What follows belongs to an exercise in optimizing a design on an open flow for small area; a production flow would make more cautious choices. For this run, only the layout was checked, not whether the RTL still works.

===== flow/config.mk =====
export PLATFORM = sky130hd
export DESIGN_NAME = rgb2ycrcb
export DESIGN_NICKNAME = rgb2ycrcb
export VERILOG_FILES = /design/flow/design.v
export SDC_FILE = /design/flow/constraint.sdc
export NUM_CORES = 4
export LEC_CHECK = 0
export CAP_MARGIN = 20
export CORE_MARGIN = 2
export CORE_UTILIZATION = 75
export GPL_TIMING_DRIVEN = 0
export SLEW_MARGIN = 20
export SYNTH_HIERARCHICAL = 1
export SYNTH_MINIMUM_KEEP_SIZE = 0

===== flow/constraint.sdc =====
create_clock -name core_clock -period 6.0 [get_ports {clk}]
set_input_delay 1.2000 -clock core_clock [delete_from_list [all_inputs] [get_ports {clk}]]
set_output_delay 1.2000 -clock core_clock [all_outputs]
set_load 0.01 [all_outputs]

===== flow/design.v =====
`timescale 1ns/10ps
module rgb2ycrcb(clk, rst, r, g, b, y, cr, cb);
	input        clk;
	input        rst;
	input  [9:0] r, g, b;
	output reg [9:0] y, cr, cb;
	reg [31:0] pa;
	reg [41:0] pb;
	reg rst1, rst2;
	wire kill = rst | rst1 | rst2;
	wire x1;
	gxn ux1 (.a(r[0]), .b(g[0]), .y(x1));
	wire c2;
	assign c2 = (r[0] | ~g[0]);
	wire i3;
	assign i3 = ~g[1];
	wire s4;
	wire c5;
	fa us4 (.a(r[1]), .b(i3), .c(c2), .s(s4), .co(c5));
	wire i6;
	assign i6 = ~g[2];
	wire s7;
	wire c8;
	fa us7 (.a(r[2]), .b(i6), .c(c5), .s(s7), .co(c8));
	wire i9;
	assign i9 = ~g[3];
	wire s10;
	wire c11;
	fa us10 (.a(r[3]), .b(i9), .c(c8), .s(s10), .co(c11));
	wire i12;
	assign i12 = ~g[4];
	wire s13;
	wire c14;
	fa us13 (.a(r[4]), .b(i12), .c(c11), .s(s13), .co(c14));
	wire i15;
	assign i15 = ~g[5];
	wire s16;
	wire c17;
	fa us16 (.a(r[5]), .b(i15), .c(c14), .s(s16), .co(c17));
	wire i18;
	assign i18 = ~g[6];
	wire s19;
	wire c20;
	fa us19 (.a(r[6]), .b(i18), .c(c17), .s(s19), .co(c20));
	wire i21;
	assign i21 = ~g[7];
	wire s22;
	wire c23;
	fa us22 (.a(r[7]), .b(i21), .c(c20), .s(s22), .co(c23));
	wire i24;
	assign i24 = ~g[8];
	wire s25;
	wire c26;
	fa us25 (.a(r[8]), .b(i24), .c(c23), .s(s25), .co(c26));
	wire i27;
	assign i27 = ~g[9];
	wire s28;
	wire c29;
	fa us28 (.a(r[9]), .b(i27), .c(c26), .s(s28), .co(c29));
	wire x30;
	gxn ux30 (.a(b[0]), .b(g[0]), .y(x30));
	wire c31;
	assign c31 = (b[0] & ~g[0]);
	wire s32;
	wire c33;
	fa us32 (.a(b[1]), .b(i3), .c(c31), .s(s32), .co(c33));
	wire s34;
	wire c35;
	fa us34 (.a(b[2]), .b(i6), .c(c33), .s(s34), .co(c35));
	wire s36;
	wire c37;
	fa us36 (.a(b[3]), .b(i9), .c(c35), .s(s36), .co(c37));
	wire s38;
	wire c39;
	fa us38 (.a(b[4]), .b(i12), .c(c37), .s(s38), .co(c39));
	wire s40;
	wire c41;
	fa us40 (.a(b[5]), .b(i15), .c(c39), .s(s40), .co(c41));
	wire s42;
	wire c43;
	fa us42 (.a(b[6]), .b(i18), .c(c41), .s(s42), .co(c43));
	wire s44;
	wire c45;
	fa us44 (.a(b[7]), .b(i21), .c(c43), .s(s44), .co(c45));
	wire s46;
	wire c47;
	fa us46 (.a(b[8]), .b(i24), .c(c45), .s(s46), .co(c47));
	wire s48;
	wire c49;
	fa us48 (.a(b[9]), .b(i27), .c(c47), .s(s48), .co(c49));
	wire x50;
	gxn ux50 (.a(pa[11]), .b(pa[10]), .y(x50));
	wire c51;
	assign c51 = (pa[11] & ~pa[10]);
	wire s52;
	wire c53;
	fa us52 (.a(pa[12]), .b(pa[11]), .c(c51), .s(s52), .co(c53));
	wire s54;
	wire c55;
	fa us54 (.a(pa[13]), .b(pa[12]), .c(c53), .s(s54), .co(c55));
	wire s56;
	wire c57;
	fa us56 (.a(pa[14]), .b(pa[13]), .c(c55), .s(s56), .co(c57));
	wire s58;
	wire c59;
	fa us58 (.a(pa[15]), .b(pa[14]), .c(c57), .s(s58), .co(c59));
	wire s60;
	wire c61;
	fa us60 (.a(pa[16]), .b(pa[15]), .c(c59), .s(s60), .co(c61));
	wire s62;
	wire c63;
	fa us62 (.a(pa[17]), .b(pa[16]), .c(c61), .s(s62), .co(c63));
	wire s64;
	wire c65;
	fa us64 (.a(pa[18]), .b(pa[17]), .c(c63), .s(s64), .co(c65));
	wire s66;
	wire c67;
	fa us66 (.a(pa[19]), .b(pa[18]), .c(c65), .s(s66), .co(c67));
	wire s68;
	wire c69;
	fa us68 (.a(pa[20]), .b(pa[19]), .c(c67), .s(s68), .co(c69));
	wire x70;
	gx2 ux70 (.a(pa[20]), .b(c69), .y(x70));
	wire c71;
	assign c71 = ~(pa[20] & c69);
	wire c72;
	assign c72 = (pa[1] & pa[10]) | (pa[1] & pa[0]) | (pa[10] & pa[0]);
	wire s73;
	wire c74;
	fa us73 (.a(pa[2]), .b(pa[21]), .c(c72), .s(s73), .co(c74));
	wire c75;
	assign c75 = ~(pa[11] & ~s73);
	wire s76;
	wire c77;
	fa us76 (.a(pa[3]), .b(pa[21]), .c(pa[22]), .s(s76), .co(c77));
	wire i78;
	assign i78 = ~pa[12];
	wire s79;
	wire c80;
	fa us79 (.a(i78), .b(s76), .c(c74), .s(s79), .co(c80));
	wire c81;
	assign c81 = (~c75 & ~s79);
	wire s82;
	wire c83;
	fa us82 (.a(pa[4]), .b(pa[10]), .c(pa[22]), .s(s82), .co(c83));
	wire s84;
	wire c85;
	fa us84 (.a(pa[23]), .b(c77), .c(s82), .s(s84), .co(c85));
	wire i86;
	assign i86 = ~pa[13];
	wire s87;
	wire c88;
	fa us87 (.a(i86), .b(s84), .c(c80), .s(s87), .co(c88));
	wire c89;
	assign c89 = (c81 & ~s87);
	wire s90;
	wire c91;
	fa us90 (.a(pa[5]), .b(pa[23]), .c(pa[24]), .s(s90), .co(c91));
	wire s92;
	wire c93;
	fa us92 (.a(c83), .b(s90), .c(c85), .s(s92), .co(c93));
	wire s94;
	wire c95;
	fa us94 (.a(pa[14]), .b(x50), .c(c89), .s(s94), .co(c95));
	wire i96;
	assign i96 = ~s94;
	wire c97;
	assign c97 = (s92 & c88) | (s92 & i96) | (c88 & i96);
	wire s98;
	wire c99;
	fa us98 (.a(pa[6]), .b(pa[24]), .c(pa[25]), .s(s98), .co(c99));
	wire s100;
	wire c101;
	fa us100 (.a(c91), .b(s98), .c(c93), .s(s100), .co(c101));
	wire s102;
	wire c103;
	fa us102 (.a(pa[15]), .b(s52), .c(c95), .s(s102), .co(c103));
	wire i104;
	assign i104 = ~s102;
	wire c105;
	assign c105 = (s100 & c97) | (s100 & i104) | (c97 & i104);
	wire x106;
	gx2 ux106 (.a(pa[7]), .b(pa[25]), .y(x106));
	wire c107;
	assign c107 = (~pa[7] | ~pa[25]);
	wire s108;
	wire c109;
	fa us108 (.a(pa[26]), .b(x106), .c(c99), .s(s108), .co(c109));
	wire s110;
	wire c111;
	fa us110 (.a(pa[16]), .b(pa[21]), .c(s54), .s(s110), .co(c111));
	wire i112;
	assign i112 = ~s110;
	wire s113;
	wire c114;
	fa us113 (.a(s108), .b(i112), .c(c101), .s(s113), .co(c114));
	wire i115;
	assign i115 = ~c103;
	wire c116;
	assign c116 = (s113 & i115) | (s113 & c105) | (i115 & c105);
	wire s117;
	wire c118;
	fa us117 (.a(pa[8]), .b(pa[10]), .c(pa[26]), .s(s117), .co(c118));
	wire s119;
	wire c120;
	fa us119 (.a(pa[17]), .b(pa[22]), .c(c107), .s(s119), .co(c120));
	wire s121;
	wire c122;
	fa us121 (.a(pa[27]), .b(s117), .c(c109), .s(s121), .co(c122));
	wire s123;
	wire c124;
	fa us123 (.a(s119), .b(s56), .c(c111), .s(s123), .co(c124));
	wire i125;
	assign i125 = ~s123;
	wire s126;
	wire c127;
	fa us126 (.a(s121), .b(i125), .c(c114), .s(s126), .co(c127));
	wire c128;
	assign c128 = (~s126 & ~c116);
	wire s129;
	wire c130;
	fa us129 (.a(pa[11]), .b(pa[18]), .c(pa[23]), .s(s129), .co(c130));
	wire s131;
	wire c132;
	fa us131 (.a(pa[9]), .b(pa[27]), .c(pa[28]), .s(s131), .co(c132));
	wire s133;
	wire c134;
	fa us133 (.a(c118), .b(s131), .c(c122), .s(s133), .co(c134));
	wire s135;
	wire c136;
	fa us135 (.a(s129), .b(c120), .c(s58), .s(s135), .co(c136));
	wire s137;
	wire c138;
	fa us137 (.a(c124), .b(s135), .c(c128), .s(s137), .co(c138));
	wire i139;
	assign i139 = ~s137;
	wire c140;
	assign c140 = (s133 & c127) | (s133 & i139) | (c127 & i139);
	wire x141;
	gx2 ux141 (.a(pa[0]), .b(pa[12]), .y(x141));
	wire c142;
	assign c142 = ~(pa[0] | pa[12]);
	wire s143;
	wire c144;
	fa us143 (.a(pa[28]), .b(pa[29]), .c(x141), .s(s143), .co(c144));
	wire s145;
	wire c146;
	fa us145 (.a(pa[19]), .b(pa[24]), .c(c130), .s(s145), .co(c146));
	wire s147;
	wire c148;
	fa us147 (.a(c132), .b(s143), .c(c134), .s(s147), .co(c148));
	wire s149;
	wire c150;
	fa us149 (.a(s145), .b(s60), .c(c136), .s(s149), .co(c150));
	wire i151;
	assign i151 = ~s147;
	wire s152;
	wire c153;
	fa us152 (.a(i151), .b(s149), .c(c138), .s(s152), .co(c153));
	wire x154;
	gx2 ux154 (.a(c140), .b(s152), .y(x154));
	wire c155;
	assign c155 = (~c140 & s152);
	wire s156;
	wire c157;
	fa us156 (.a(pa[1]), .b(pa[13]), .c(pa[20]), .s(s156), .co(c157));
	wire s158;
	wire c159;
	fa us158 (.a(pa[29]), .b(pa[30]), .c(c142), .s(s158), .co(c159));
	wire s160;
	wire c161;
	fa us160 (.a(pa[25]), .b(s156), .c(c146), .s(s160), .co(c161));
	wire s162;
	wire c163;
	fa us162 (.a(s158), .b(c144), .c(c148), .s(s162), .co(c163));
	wire s164;
	wire c165;
	fa us164 (.a(s160), .b(s62), .c(c150), .s(s164), .co(c165));
	wire s166;
	wire c167;
	fa us166 (.a(s164), .b(c153), .c(c155), .s(s166), .co(c167));
	wire x168;
	gx2 ux168 (.a(s162), .b(s166), .y(x168));
	wire c169;
	assign c169 = (~s162 & s166);
	wire i170;
	assign i170 = ~c159;
	wire s171;
	wire c172;
	fa us171 (.a(pa[2]), .b(c157), .c(i170), .s(s171), .co(c172));
	wire i173;
	assign i173 = ~c163;
	wire s174;
	wire c175;
	fa us174 (.a(s171), .b(c161), .c(i173), .s(s174), .co(c175));
	wire s176;
	wire c177;
	fa us176 (.a(s174), .b(c165), .c(c167), .s(s176), .co(c177));
	wire s178;
	wire c179;
	fa us178 (.a(pa[3]), .b(c172), .c(c175), .s(s178), .co(c179));
	wire s180;
	wire c181;
	fa us180 (.a(pb[0]), .b(pb[1]), .c(pb[2]), .s(s180), .co(c181));
	wire s182;
	wire c183;
	fa us182 (.a(pb[5]), .b(pb[6]), .c(s180), .s(s182), .co(c183));
	wire i184;
	assign i184 = ~pb[3];
	wire i185;
	assign i185 = ~pb[4];
	wire s186;
	wire c187;
	fa us186 (.a(i184), .b(i185), .c(s182), .s(s186), .co(c187));
	wire s188;
	wire c189;
	fa us188 (.a(pb[7]), .b(pb[8]), .c(pb[9]), .s(s188), .co(c189));
	wire s190;
	wire c191;
	fa us190 (.a(pb[10]), .b(pb[11]), .c(c181), .s(s190), .co(c191));
	wire s192;
	wire c193;
	fa us192 (.a(s188), .b(s190), .c(c183), .s(s192), .co(c193));
	wire s194;
	wire c195;
	fa us194 (.a(i185), .b(s192), .c(c187), .s(s194), .co(c195));
	wire s196;
	wire c197;
	fa us196 (.a(pb[12]), .b(pb[13]), .c(pb[14]), .s(s196), .co(c197));
	wire s198;
	wire c199;
	fa us198 (.a(pb[15]), .b(pb[16]), .c(c189), .s(s198), .co(c199));
	wire s200;
	wire c201;
	fa us200 (.a(s196), .b(c191), .c(s198), .s(s200), .co(c201));
	wire s202;
	wire c203;
	fa us202 (.a(c193), .b(s200), .c(c195), .s(s202), .co(c203));
	wire s204;
	wire c205;
	fa us204 (.a(pb[17]), .b(pb[18]), .c(pb[19]), .s(s204), .co(c205));
	wire s206;
	wire c207;
	fa us206 (.a(pb[20]), .b(c197), .c(s204), .s(s206), .co(c207));
	wire s208;
	wire c209;
	fa us208 (.a(c199), .b(s206), .c(c201), .s(s208), .co(c209));
	wire x210;
	gxn ux210 (.a(s208), .b(c203), .y(x210));
	wire c211;
	assign c211 = ~(s208 & c203);
	wire x212;
	gx2 ux212 (.a(pb[21]), .b(pb[22]), .y(x212));
	wire c213;
	assign c213 = ~(pb[21] | pb[22]);
	wire s214;
	wire c215;
	fa us214 (.a(pb[3]), .b(c205), .c(c207), .s(s214), .co(c215));
	wire s216;
	wire c217;
	fa us216 (.a(pb[23]), .b(x212), .c(c211), .s(s216), .co(c217));
	wire i218;
	assign i218 = ~s216;
	wire s219;
	wire c220;
	fa us219 (.a(s214), .b(c209), .c(i218), .s(s219), .co(c220));
	wire s221;
	wire c222;
	fa us221 (.a(pb[24]), .b(pb[25]), .c(pb[4]), .s(s221), .co(c222));
	wire s223;
	wire c224;
	fa us223 (.a(s221), .b(c215), .c(c220), .s(s223), .co(c224));
	wire i225;
	assign i225 = ~s223;
	wire s226;
	wire c227;
	fa us226 (.a(c213), .b(c217), .c(i225), .s(s226), .co(c227));
	wire s228;
	wire c229;
	fa us228 (.a(pb[26]), .b(pb[27]), .c(c222), .s(s228), .co(c229));
	wire i230;
	assign i230 = ~c227;
	wire s231;
	wire c232;
	fa us231 (.a(s228), .b(c224), .c(i230), .s(s231), .co(c232));
	wire x233;
	gx2 ux233 (.a(pb[28]), .b(c229), .y(x233));
	wire x234;
	gx2 ux234 (.a(x233), .b(c232), .y(x234));
	wire c235;
	assign c235 = ~(~pa[21] & ~pa[22]);
	wire c236;
	assign c236 = (pa[22] & pa[23]) | (pa[22] & c235) | (pa[23] & c235);
	wire c237;
	assign c237 = (pa[23] & pa[24]) | (pa[23] & c236) | (pa[24] & c236);
	wire s238;
	wire c239;
	fa us238 (.a(pa[21]), .b(pa[24]), .c(pa[25]), .s(s238), .co(c239));
	wire c240;
	assign c240 = ~(~s238 & ~c237);
	wire s241;
	wire c242;
	fa us241 (.a(pa[22]), .b(pa[25]), .c(pa[26]), .s(s241), .co(c242));
	wire c243;
	assign c243 = (c239 & s241) | (c239 & c240) | (s241 & c240);
	wire s244;
	wire c245;
	fa us244 (.a(pa[21]), .b(pa[23]), .c(pa[26]), .s(s244), .co(c245));
	wire s246;
	wire c247;
	fa us246 (.a(pa[27]), .b(c242), .c(s244), .s(s246), .co(c247));
	wire c248;
	assign c248 = ~(~s246 & ~c243);
	wire s249;
	wire c250;
	fa us249 (.a(pa[22]), .b(pa[24]), .c(pa[27]), .s(s249), .co(c250));
	wire s251;
	wire c252;
	fa us251 (.a(pa[28]), .b(c245), .c(s249), .s(s251), .co(c252));
	wire c253;
	assign c253 = (c247 & s251) | (c247 & c248) | (s251 & c248);
	wire s254;
	wire c255;
	fa us254 (.a(pa[23]), .b(pa[25]), .c(pa[28]), .s(s254), .co(c255));
	wire s256;
	wire c257;
	fa us256 (.a(pa[29]), .b(c250), .c(s254), .s(s256), .co(c257));
	wire c258;
	assign c258 = (c252 & s256) | (c252 & c253) | (s256 & c253);
	wire s259;
	wire c260;
	fa us259 (.a(pa[10]), .b(pa[24]), .c(pa[26]), .s(s259), .co(c260));
	wire s261;
	wire c262;
	fa us261 (.a(pa[29]), .b(pa[30]), .c(c255), .s(s261), .co(c262));
	wire s263;
	wire c264;
	fa us263 (.a(s259), .b(s261), .c(c257), .s(s263), .co(c264));
	wire c265;
	assign c265 = (~s263 & ~c258);
	wire x266;
	gx2 ux266 (.a(pa[25]), .b(pa[27]), .y(x266));
	wire c267;
	assign c267 = (~pa[25] | ~pa[27]);
	wire s268;
	wire c269;
	fa us268 (.a(pa[30]), .b(pa[31]), .c(x266), .s(s268), .co(c269));
	wire s270;
	wire c271;
	fa us270 (.a(c260), .b(s268), .c(c262), .s(s270), .co(c271));
	wire i272;
	assign i272 = ~pa[11];
	wire s273;
	wire c274;
	fa us273 (.a(i272), .b(s270), .c(c264), .s(s273), .co(c274));
	wire x275;
	gx2 ux275 (.a(s273), .b(c265), .y(x275));
	wire c276;
	assign c276 = (~s273 & c265);
	wire s277;
	wire c278;
	fa us277 (.a(pa[26]), .b(pa[28]), .c(pa[31]), .s(s277), .co(c278));
	wire s279;
	wire c280;
	fa us279 (.a(s277), .b(c269), .c(c271), .s(s279), .co(c280));
	wire s281;
	wire c282;
	fa us281 (.a(pa[12]), .b(c267), .c(c276), .s(s281), .co(c282));
	wire i283;
	assign i283 = ~s281;
	wire s284;
	wire c285;
	fa us284 (.a(s279), .b(c274), .c(i283), .s(s284), .co(c285));
	wire s286;
	wire c287;
	fa us286 (.a(i86), .b(c278), .c(c280), .s(s286), .co(c287));
	wire i288;
	assign i288 = ~c282;
	wire s289;
	wire c290;
	fa us289 (.a(s286), .b(i288), .c(c285), .s(s289), .co(c290));
	wire x291;
	gx2 ux291 (.a(pb[9]), .b(pb[20]), .y(x291));
	wire c292;
	assign c292 = (~pb[9] | ~pb[20]);
	wire x293;
	gxn ux293 (.a(pb[31]), .b(x291), .y(x293));
	wire c294;
	assign c294 = (~pb[31] & ~x291);
	wire x295;
	gx2 ux295 (.a(pb[15]), .b(pb[3]), .y(x295));
	wire c296;
	assign c296 = (~pb[15] | ~pb[3]);
	wire s297;
	wire c298;
	fa us297 (.a(pb[32]), .b(pb[33]), .c(x295), .s(s297), .co(c298));
	wire s299;
	wire c300;
	fa us299 (.a(pb[0]), .b(c292), .c(c294), .s(s299), .co(c300));
	wire x301;
	gx2 ux301 (.a(s297), .b(s299), .y(x301));
	wire c302;
	assign c302 = (~s297 & s299);
	wire s303;
	wire c304;
	fa us303 (.a(pb[20]), .b(pb[4]), .c(c298), .s(s303), .co(c304));
	wire s305;
	wire c306;
	fa us305 (.a(pb[7]), .b(c296), .c(c300), .s(s305), .co(c306));
	wire i307;
	assign i307 = ~s303;
	wire s308;
	wire c309;
	fa us308 (.a(c302), .b(i307), .c(s305), .s(s308), .co(c309));
	wire x310;
	gxn ux310 (.a(pb[3]), .b(c304), .y(x310));
	wire c311;
	assign c311 = (~pb[3] | ~c304);
	wire s312;
	wire c313;
	fa us312 (.a(pb[13]), .b(c306), .c(c309), .s(s312), .co(c313));
	wire s314;
	wire c315;
	ha us314 (.a(x310), .b(s312), .s(s314), .co(c315));
	wire s316;
	wire c317;
	fa us316 (.a(pb[18]), .b(c311), .c(c313), .s(s316), .co(c317));
	wire s318;
	wire c319;
	fa us318 (.a(i185), .b(c315), .c(s316), .s(s318), .co(c319));
	wire x320;
	gxn ux320 (.a(pb[22]), .b(c317), .y(x320));
	wire c321;
	assign c321 = ~(pb[22] | c317);
	wire s322;
	wire c323;
	ha us322 (.a(x320), .b(c319), .s(s322), .co(c323));
	wire x324;
	gx2 ux324 (.a(pb[25]), .b(c323), .y(x324));
	wire c325;
	assign c325 = ~(pb[25] | c323);
	wire x326;
	gxn ux326 (.a(c321), .b(x324), .y(x326));
	wire c327;
	assign c327 = (~c321 & ~x324);
	wire x328;
	gx2 ux328 (.a(pb[27]), .b(c325), .y(x328));
	wire x329;
	gxn ux329 (.a(x328), .b(c327), .y(x329));
	wire c330;
	assign c330 = ~(pa[10] | s56);
	wire i331;
	assign i331 = ~s58;
	wire c332;
	assign c332 = (x50 & c330) | (x50 & i331) | (c330 & i331);
	wire i333;
	assign i333 = ~s60;
	wire c334;
	assign c334 = (s52 & c332) | (s52 & i333) | (c332 & i333);
	wire x335;
	gxn ux335 (.a(pa[10]), .b(s54), .y(x335));
	wire c336;
	assign c336 = ~(pa[10] | ~s54);
	wire i337;
	assign i337 = ~s62;
	wire c338;
	assign c338 = (x335 & c334) | (x335 & i337) | (c334 & i337);
	wire s339;
	wire c340;
	fa us339 (.a(pa[11]), .b(c336), .c(s56), .s(s339), .co(c340));
	wire i341;
	assign i341 = ~s64;
	wire c342;
	assign c342 = (s339 & c338) | (s339 & i341) | (c338 & i341);
	wire x343;
	gxn ux343 (.a(pa[21]), .b(pa[12]), .y(x343));
	wire c344;
	assign c344 = (pa[21] | ~pa[12]);
	wire s345;
	wire c346;
	fa us345 (.a(x343), .b(c340), .c(s58), .s(s345), .co(c346));
	wire i347;
	assign i347 = ~s66;
	wire c348;
	assign c348 = (s345 & c342) | (s345 & i347) | (c342 & i347);
	wire x349;
	gx2 ux349 (.a(pa[22]), .b(c344), .y(x349));
	wire c350;
	assign c350 = ~(pa[22] | c344);
	wire s351;
	wire c352;
	fa us351 (.a(pa[13]), .b(x349), .c(s60), .s(s351), .co(c352));
	wire s353;
	wire c354;
	fa us353 (.a(c346), .b(s351), .c(c348), .s(s353), .co(c354));
	wire x355;
	gx2 ux355 (.a(s68), .b(s353), .y(x355));
	wire c356;
	assign c356 = (s68 & ~s353);
	wire i357;
	assign i357 = ~pa[23];
	wire s358;
	wire c359;
	fa us358 (.a(i357), .b(c350), .c(s62), .s(s358), .co(c359));
	wire s360;
	wire c361;
	fa us360 (.a(c352), .b(s358), .c(c354), .s(s360), .co(c361));
	wire i362;
	assign i362 = ~pa[24];
	wire s363;
	wire c364;
	fa us363 (.a(i362), .b(c359), .c(c361), .s(s363), .co(c364));
	wire i365;
	assign i365 = ~pb[0];
	wire s366;
	wire c367;
	fa us366 (.a(i365), .b(pb[19]), .c(pb[36]), .s(s366), .co(c367));
	wire x368;
	gx2 ux368 (.a(pb[37]), .b(s366), .y(x368));
	wire c369;
	assign c369 = (~pb[37] & s366);
	wire x370;
	gx2 ux370 (.a(pb[7]), .b(pb[1]), .y(x370));
	wire c371;
	assign c371 = (~pb[7] | ~pb[1]);
	wire s372;
	wire c373;
	fa us372 (.a(pb[23]), .b(pb[38]), .c(x370), .s(s372), .co(c373));
	wire i374;
	assign i374 = ~s372;
	wire s375;
	wire c376;
	fa us375 (.a(c367), .b(c369), .c(i374), .s(s375), .co(c376));
	wire x377;
	gx2 ux377 (.a(pb[13]), .b(pb[8]), .y(x377));
	wire c378;
	assign c378 = (~pb[13] | ~pb[8]);
	wire s379;
	wire c380;
	fa us379 (.a(pb[40]), .b(x377), .c(c373), .s(s379), .co(c380));
	wire s381;
	wire c382;
	fa us381 (.a(pb[39]), .b(c371), .c(c376), .s(s381), .co(c382));
	wire x383;
	gx2 ux383 (.a(s379), .b(s381), .y(x383));
	wire c384;
	assign c384 = (~s379 & s381);
	wire s385;
	wire c386;
	fa us385 (.a(pb[18]), .b(pb[14]), .c(c380), .s(s385), .co(c386));
	wire s387;
	wire c388;
	fa us387 (.a(pb[2]), .b(c378), .c(c382), .s(s387), .co(c388));
	wire i389;
	assign i389 = ~s385;
	wire s390;
	wire c391;
	fa us390 (.a(i389), .b(c384), .c(s387), .s(s390), .co(c391));
	wire x392;
	gx2 ux392 (.a(pb[22]), .b(pb[19]), .y(x392));
	wire c393;
	assign c393 = (~pb[22] | ~pb[19]);
	wire s394;
	wire c395;
	fa us394 (.a(pb[9]), .b(c388), .c(c391), .s(s394), .co(c395));
	wire i396;
	assign i396 = ~s394;
	wire s397;
	wire c398;
	fa us397 (.a(x392), .b(c386), .c(i396), .s(s397), .co(c398));
	wire s399;
	wire c400;
	fa us399 (.a(pb[15]), .b(pb[23]), .c(c393), .s(s399), .co(c400));
	wire i401;
	assign i401 = ~pb[25];
	wire s402;
	wire c403;
	fa us402 (.a(i401), .b(s399), .c(c395), .s(s402), .co(c403));
	wire x404;
	gx2 ux404 (.a(s402), .b(c398), .y(x404));
	wire c405;
	assign c405 = ~(s402 & ~c398);
	wire s406;
	wire c407;
	fa us406 (.a(pb[20]), .b(c400), .c(c403), .s(s406), .co(c407));
	wire i408;
	assign i408 = ~s406;
	wire s409;
	wire c410;
	fa us409 (.a(pb[27]), .b(c405), .c(i408), .s(s409), .co(c410));
	wire x411;
	gx2 ux411 (.a(pb[3]), .b(c407), .y(x411));
	wire c412;
	assign c412 = ~(pb[3] | c407);
	wire x413;
	gxn ux413 (.a(x411), .b(c410), .y(x413));
	wire c414;
	assign c414 = (~x411 & ~c410);
	wire x415;
	gx2 ux415 (.a(pb[4]), .b(c412), .y(x415));
	wire x416;
	gxn ux416 (.a(x415), .b(c414), .y(x416));
	wire [9:0] yn = {~x234, s231, ~s226, s219, ~x210, s202, s194, s186, ~pb[30], ~pb[29]};
	wire [9:0] crn = {x329, ~x326, s322, s318, s314, s308, ~x301, ~x293, ~pb[35], ~pb[34]};
	wire [9:0] cbn = {x416, ~x413, ~s409, ~x404, ~s397, s390, ~x383, s375, ~x368, ~pb[41]};
	always @(posedge clk) begin
		rst1 <= rst;
		rst2 <= rst1;
		pa <= {c49, s48, s46, s44, s42, s40, s38, s36, s34, s32, x30, c29, s28, s25, s22, s19, s16, s13, s10, s7, s4, x1, g[9], g[8], g[7], g[6], g[5], g[4], g[3], g[2], g[1], g[0]};
		pb <= {x355, c364, pa[25], s363, s360, c356, s284, x275, c290, c287, s289, x168, x154, pa[9], pa[20], pa[8], pa[19], pa[7], c71, pa[18], pa[6], pa[29], x70, pa[17], pa[5], c179, pa[28], s68, pa[16], pa[4], s178, c177, pa[27], s66, pa[15], s176, c169, pa[31], pa[30], pa[26], s64, pa[14]};
		y  <= yn & {10{~kill}};
		cr <= {1'b0, crn[8:0] & {9{~(kill | crn[9])}}};
		cb <= {1'b0, cbn[8:0] & {9{~(kill | cbn[9])}}};
	end
endmodule
module fa(a, b, c, s, co);
	input a, b, c;
	output s, co;
	assign s = a ^ b ^ c;
	assign co = (a & b) | (a & c) | (b & c);
endmodule
module ha(a, b, s, co);
	input a, b;
	output s, co;
	assign s = a ^ b;
	assign co = a & b;
endmodule
module gx2(a, b, y);
	input a, b;
	output y;
	assign y = a ^ b;
endmodule
module gxn(a, b, y);
	input a, b;
	output y;
	assign y = ~(a ^ b);
endmodule

===== flow/flow/run.sh =====
#!/bin/bash
# Standard ORFS layout with two changes: small port buffers, and a clock tree of small
# buffers without dummy loads.
set -euo pipefail
bash standard.sh \
  "BUFFER_PORTS_ARGS=-buffer_cell sky130_fd_sc_hd__buf_1" \
  "CTS_ARGS=-sink_clustering_enable -repair_clock_nets -buf_list sky130_fd_sc_hd__clkbuf_8 -dont_use_dummy_load" \
  finish > make_finish.log 2>&1

===== flow/standard.sh =====
#!/bin/bash
# synth_recipe.tcl (not shown) runs the flow's synth.tcl, then flattens the netlist and writes it again
# the make line also repeats each setting of config.mk as NAME=value (left out here)
make -C /OpenROAD-flow-scripts/flow DESIGN_CONFIG=/design/flow/config.mk WORK_HOME=/design/flow/orfs CLKGATE_MAP_FILE= SYNTH_SCRIPT=/design/flow/synth_recipe.tcl "${@:-finish}"

==> run_results.csv <==
group,metric,value,unit
route,wirelength,10670,um
sta,rsz0062_at_grt,"false",
sta,fmax,0.1721,GHz
placed_design,dp_hpwl,9051,um
logic_synthesis,synth_edf_count,0,
clock_tree,cts-root-buf,"clkbuf_8",
critical_path,crit_path_end_kind,"register",
min_path,hp-class,"reg2reg",
clock_tree,cts.htree.levels,3,
global_route,first_global_vias,3669,
finish,drive_gt1_frac,0.03055,
route,viasPerCell,5.373,
logic_synthesis,synthFlopType,"dfxtp_1",
global_route,grt_usage,0.2875,
floorplan,die_h,92.77,um
placed_design,portBuffers,59,
logic_synthesis,synthDistinctLibCells,33,
global_route,grt_pass1_wl,18110,um
finish,seqCellArea,2082,um2
critical_path,worstRegToRegCells,14,
critical_path,reg2reg_to,"pb[38]$_DFF_P_",
critical_path,timing.reg2reg.setup_slack,190,ps
logic_synthesis,netlist_instances,422,
logic_synthesis,synthArstFlopShare,0,
logic_synthesis,synth_area_leaders,"fa_1, dfxtp_1, xor2_1, inv_1, nor2_1",
route,drt-initial-drc-count,132,
floorplan,dieArea,8605,um2
sta,finalHoldViolCount,0,
floorplan,std_cell_rows,32,
critical_path,crit_fanout,9,
logic_synthesis,synth_area_per_cell,14.00,um2
placed_design,gp_congestion,0.9145,
logic_synthesis,synth.most_common_cell,"fa_1",
clock_tree,insertion_delay,370,ps
route,drc,0,
sta,fin_skew,38.37,ps
clock_tree,clk_path_buf_depth,2,
floorplan,initial_core_util,0.7687,
clock_tree,numCtsBuffers,9,
critical_path,worst_ep_required_time,6220,ps
sta,slew_viol_final,0,
logic_synthesis,synth_top_area_cell,"fa_1",
global_route,grt_max_degree,22,
sta,fin_setup_tns,0,ps
logic_synthesis,yosys.area.top_type_share,0.4675,
sta,worstMarginPinSlew,613.7,ps
route,drtAntennaViolNets,0,
clock_tree,clkSlewWorstSetupHoldPaths,110,ps
clock_tree,postCtsSetupBuffers,0,
sta,min_period_over_period,0.9685,
sta,setup_viol,0,
min_path,hold_depth,1,
logic_synthesis,ys_seq_area_frac,0.3523,
global_route,antenna_found_initial,0,
logic_synthesis,syn_area,5909,um2
sta,slew-limit-headroom,0.5903,
route,firstDrtPassIters,4,
floorplan,pin_count,62,
finish,fin_nets,665,
logic_synthesis,ys_warn_count,7,
global_route,overflow,0,
route,wire_per_inst,18.00,um
critical_path,r2r_start,"pa[10]$_DFF_P_",
clock_tree,cts_hold_buf,0,
sta,period_needed,5811,ps
critical_path,cp.arrival,6030,ps
min_path,min_from,"pb[29]$_DFF_P_",
clock_tree,clock-sinks,104,
outcome,status,"complete, no violations",
min_path,hold-path-endpoint,"y[0]$_DFF_P_",
finish,area_growth,8.067,%
finish,fillCellCount,418,
clock_tree,cts_resized,0,
route,route.vias.total,3186,
critical_path,path_class,"reg2reg",
floorplan,core,7687,um2
floorplan,die_w,92.77,um
clock_tree,cts_tree,"yes",
finish,multiInputGateArea,3659,um2
logic_synthesis,synth_top_cells_by_count,"fa_1, dfxtp_1, inv_1",
logic_synthesis,synth_seq_cells,104,
critical_path,crit_path_start_kind,"register",
flow_run,drv_cap,0,
finish,antenna_cells,0,
routing by layer:
layer  vias to the layer above  wire length, um  track usage
li1                       1398                -            -
met2                       123             5762       0.5066
met3                        25              587      0.05614
met5                         -                0            0
met1                      1640             4009       0.3681
met4                         0              313      0.08088
cell type report:
| type | instances | share of cell area |
|---|---|---|
| Multi-Input combinational cell | 275 | 0.5729 |
| Sequential cell | 104 | 0.3260 |
| Timing Repair Buffer | 59 | 0.03468 |
| Inverter | 40 | 0.02351 |
| Tap cell | 102 | 0.01998 |
| Clock buffer | 9 | 0.01940 |
| Buffer | 4 | 0.003527 |
worst max path at each step:
stage,cells past startpoint,startpoint,slack [ps],endpoint
after floorplan,14,pa[10]$_DFF_P_,560,pb[38]$_DFF_P_
after global placement,14,pa[10]$_DFF_P_,280,pb[38]$_DFF_P_
after detailed placement,14,pa[10]$_DFF_P_,220,pb[38]$_DFF_P_
after CTS,14,pa[10]$_DFF_P_,220,pb[38]$_DFF_P_
after global routing,14,pa[10]$_DFF_P_,2,pb[38]$_DFF_P_
final,14,pa[10]$_DFF_P_,190,pb[38]$_DFF_P_
flip-flops by register name, indices dropped and copies added, names as in the netlist:
signal / flops
y: 10
cr: 9
rst2: 1
rst1: 1
pb: 42
cb: 9
pa: 32
placed cells by master, fill, tap and decap left out:
master | netlist | routed
nor2_1 | 31 | 31
a211oi_1 | 1 | 1
clkbuf_8 | 0 | 9
and2_1 | 9 | 9
conb_1 | 1 | 2
maj3_1 | 4 | 4
nor2b_1 | 12 | 12
fa_1 | 138 | 138
a31oi_1 | 1 | 1
a22oi_1 | 1 | 1
xnor2_1 | 13 | 13
o21bai_1 | 1 | 1
o2111ai_1 | 1 | 1
o22ai_2 | 1 | 1
inv_1 | 40 | 40
nor4_1 | 1 | 1
o32ai_1 | 1 | 1
a2bb2oi_1 | 1 | 1
a221oi_1 | 1 | 1
buf_4 | 2 | 2
or3_1 | 1 | 1
nand2_1 | 11 | 11
nand2b_1 | 9 | 9
xor2_1 | 25 | 25
clkbuf_1 | 2 | 2
ha_1 | 2 | 2
nor2_2 | 1 | 1
dfxtp_1 | 104 | 104
and2b_1 | 1 | 1
or2_1 | 1 | 1
maj3_2 | 1 | 1
nor3_2 | 1 | 1
o21ai_0 | 2 | 2
a21oi_1 | 1 | 1
buf_1 | 0 | 59
cells by family after synthesis:
kind of cell | synth area share
compound gates | 0.01546
xor+xnor | 0.05632
fa+ha+maj | 0.4804
buf+inv | 0.02922
flops | 0.3523
other cells | 0.0006346
simple gates | 0.06564
through the flow:
| step | area, um2 | std cells | worst slack [ps] | util | hold slack, ps |
|---|---|---|---|---|---|
| after global placement | 6262 | 584 | 276.5 | 0.8146 | 362.7 |
| final | 6386 | 593 | 188.8 | 0.8307 | 378.7 |
| after floorplan | 5913 | 423 | 559.6 | - | 358.0 |
| after detailed placement | 6262 | 584 | 219.4 | 0.8146 | 372.2 |
| after CTS | 6386 | 593 | 223.2 | 0.8307 | 386.4 |
| after global routing | 6386 | 593 | 1.557 | 0.8307 | 399.0 |
modules after synthesis, one instance, submodules excluded:
| module | flip-flops and latches | cell area, um2 | times used |
|---|---|---|---|
| rgb2ycrcb | 104 | 2789 | 1 |
| gx2 | 0 | 8.758 | 25 |
| ha | 0 | 12.51 | 2 |
| gxn | 0 | 8.758 | 13 |
| fa | 0 | 20.02 | 138 |
critical path, stage by stage, from the launching register on:
cell and delay [ps]:
dfxtp_1 650, nor2_1 110, fa_1 410, fa_1 400, fa_1 420, fa_1 400, fa_1 390, fa_1 390
fa_1 390, fa_1 510, inv_1 50, maj3_1 370, fa_1 400, fa_1 380, fa_1 430

port drivers added, routing unchanged:
Ports are ideal in the flow. The routed layout listed here was re-timed in OpenROAD. Step 1 (the two cells are an assumption about what drives the block):
set clk [get_ports {clk}]
set_driving_cell -lib_cell sky130_fd_sc_hd__clkbuf_16 $clk
set_driving_cell -lib_cell sky130_fd_sc_hd__buf_2 [delete_from_list [all_inputs] $clk]
Step 2 times the ports against the registers' clock, not the clock port: input delays grow and output delays shrink by t, the midpoint of the rising clock arrivals with the driver on. Slacks: ideal ports / drivers / drivers and shift; pairs: ideal ports / drivers.
t (ns): 0.381
setup slack, ns: 0.189 / 0.189 / 0.189
clock arrival spread, ns: 0.039 / 0.038
worst register clock-pin slew, ns: 0.11 / 0.11
After both steps this run still meets setup and hold. The setup slack of this run moves by 0.000 ns with the drivers and by 0.000 ns with both steps.
